Source: an optimization exercise on an open RTL-to-GDS flow (aim: small area and few clock cycles per item). Production flows keep margins and buffers that such runs may drop. The RTL was checked by simulation tests, not by an equivalence proof against the original design. Power is estimated from default activity; no workload was simulated.

==> flow/design.v (excerpt) <==
module pipeline_division #(
  parameter int DIVINDED_WIDTH = 32,
  parameter int DIVISOR_WIDTH  = 32
)(
  input                           clk_i,
  input                           rst_i,
  input  [DIVINDED_WIDTH - 1 : 0] divinded_i,
  input  [DIVISOR_WIDTH - 1 : 0]  divisor_i,
  input                           valid_i,
  output                          ready_o,
  output [DIVINDED_WIDTH - 1 : 0] quotient_o,
  output [DIVISOR_WIDTH - 1 : 0]  reminder_o,
  output                          valid_o,
  input                           ready_i
);
logic [5:0] rem_0, rem_0_d;
logic [31:0] sh_0, sh_0_d;
logic [31:0] dv_0;
logic [9:0] rem_1, rem_1_d;
logic [31:0] sh_1, sh_1_d;
logic [31:0] dv_1;
logic [12:0] rem_2, rem_2_d;
logic [31:0] sh_2, sh_2_d;
logic [31:0] dv_2;
logic [15:0] rem_3, rem_3_d;
logic [31:0] sh_3, sh_3_d;
logic [31:0] dv_3;
logic [17:0] rem_4, rem_4_d;
logic [31:0] sh_4, sh_4_d;
logic [31:0] dv_4;
logic [19:0] rem_5, rem_5_d;
logic [31:0] sh_5, sh_5_d;
logic [31:0] dv_5;
logic [21:0] rem_6, rem_6_d;
logic [31:0] sh_6, sh_6_d;
logic [31:0] dv_6;
logic [23:0] rem_7, rem_7_d;
logic [31:0] sh_7, sh_7_d;
logic [31:0] dv_7;
logic [25:0] rem_8, rem_8_d;
logic [31:0] sh_8, sh_8_d;
logic [31:0] dv_8;
logic [27:0] rem_9, rem_9_d;
logic [31:0] sh_9, sh_9_d;
logic [31:0] dv_9;
logic [29:0] rem_10, rem_10_d;
logic [31:0] sh_10, sh_10_d;
logic [31:0] dv_10;
logic [31:0] rem_11, rem_11_d;
logic [31:0] sh_11, sh_11_d;
logic [31:0] dv_11;
logic [11:0] vld;
assign ready_o = !vld[11] || ready_i;
assign valid_o = vld[11];
always_ff @( posedge clk_i, posedge rst_i )
  if( rst_i )
    vld <= 12'( 0 );
  else
  ...
Settings: LEC_CHECK=0, ABC_AREA=1, CAP_MARGIN=20, CORE_MARGIN=2, CORE_UTILIZATION=75, CTS_BUF_LIST=sky130_fd_sc_hd__clkbuf_8, CTS_CLUSTER_SIZE=20, PLACE_DENSITY=0.85, SLEW_MARGIN=20, SYNTH_HIERARCHICAL=1; clock period 5.0 ns.
run.sh (not shown) runs the stock make flow with config.mk's settings and CLKGATE_MAP_FILE= SYNTH_SCRIPT=/design/flow/synth_recipe.tcl, a recipe that flattens the netlist after the stock synthesis.
Testbench counts at the start, summed over its fixed seeds: cycles 4,048, items 4,000.
Then changed:
--- a/flow/config.mk
+++ b/flow/config.mk
@@ -11 +11 @@
-export CORE_UTILIZATION = 75
+export CORE_UTILIZATION = 65
@@ -14 +14 @@
-export PLACE_DENSITY = 0.85
+export PLACE_DENSITY = 0.75
Effect: Design area went up by 0.96%; clock skew went down by 0.031 ns; clock-buffer cell count went up by 5; combinational power went down by about 2%.
Then changed:
--- a/flow/config.mk
+++ b/flow/config.mk
@@ -13,0 +14 @@
+export GPL_TIMING_DRIVEN = 0
Effect: The new run produced a clean layout; non-clock buffer count is higher by 94; critical path depth is lower by 27; final area is higher by about 1.1%; routed wire length is higher by about 5%; utilization is higher by 0.80 points; setup slack loses 0.16 ns; area after synthesis is unchanged; register-to-register slack loses 0.11 ns; combinational power is higher by about 4%; total power is higher by 1.2%; flip-flop and latch count stays the same.

* * *

## 12-10
pipeline_division, a different RTL version from the one above (not shown whole).
Size: about 7300 cells after synthesis, ~1200 flip-flops, roughly 130 I/O pins.
Settings: LEC_CHECK=0, ABC_AREA=1, CAP_MARGIN=20, CORE_MARGIN=2, CORE_UTILIZATION=65, CTS_BUF_LIST=sky130_fd_sc_hd__clkbuf_4, CTS_CLUSTER_SIZE=16, PLACE_DENSITY=0.75, SLEW_MARGIN=20; clock period 5.0 ns.
12-10 closes out successfully: all stages finished, all timing, DRC and antenna checks passed.
Testbench counts of 12-10, summed over its fixed seeds: cycles 4,060, items 4,000.
Relative to 12-10, the following input files were edited for 06-05:
- an added CTS_CLUSTER_DIAMETER of 80
- a change of CTS_BUF_LIST from sky130_fd_sc_hd__clkbuf_4 to sky130_fd_sc_hd__clkbuf_8
==> results.txt <==
06-05: done, clean on timing, DRC and antenna
The length in cells of the worst reg-to-reg path in 06-05 is 0.828 times that in 12-10.
For 06-05, the worst min-delay path category was reg2reg, unlike 12-10, where it was in2async.
Diff 12-10 -> 06-05: worst path buffer plus inverter count -1, length of routed wiring on met1 shrank by 1.5%, logic gate share of total power went up by 3.1 points, power dissipated in the clock network decreased by 41% relative to the old numbers.
From 12-10 to 06-05 the numbers moved as follows: met3 demand-to-capacity share in global routing decreased by 0.81 points relative to the old numbers; worst setup margin increased by 0.098 ns relative to the old numbers; final core utilization decreased by 2.4 points relative to the old numbers.

## afterwards: timing with drivers on the ports
How much do the figures lean on ideal ports? The routed layouts below were timed once more, with nothing changed but the port constraints. Step 1: set_driving_cell puts a clkbuf_16 on clk_i and a buf_2 on each other input, an assumption about the parent block. Step 2, shift: input delay + t, output delay - t, t = (earliest + latest rising clock arrival at the registers) / 2. This alone moves slack from input paths to output paths. Three values: no drivers, after step 1, after step 2; two values: the first two.
| run | shift t [ns] | slack for setup (ns) | worst slew at a driven data input, ns |
|---|---|---|---|
| the first run of note 1 | 0.907 | 0.217 / 0.217 / -0.172 | 0.08 |
| the second run of note 1 | 0.919 | 0.353 / 0.353 / -0.088 | 0.05 |
| the third run of note 1 | 0.907 | 0.195 / 0.165 / -0.430 | 0.05 |
| 12-10 | 1.203 | 0.367 / 0.367 / -0.067 | 0.07 |
| 06-05 | 0.862 | 0.465 / 0.465 / -0.171 | 0.07 |
Met with ideal ports but missed after step 2: setup timing in every run listed. The setup slack of 06-05, which loses most, moves by 0.000 ns with the drivers and by -0.636 ns with both steps.
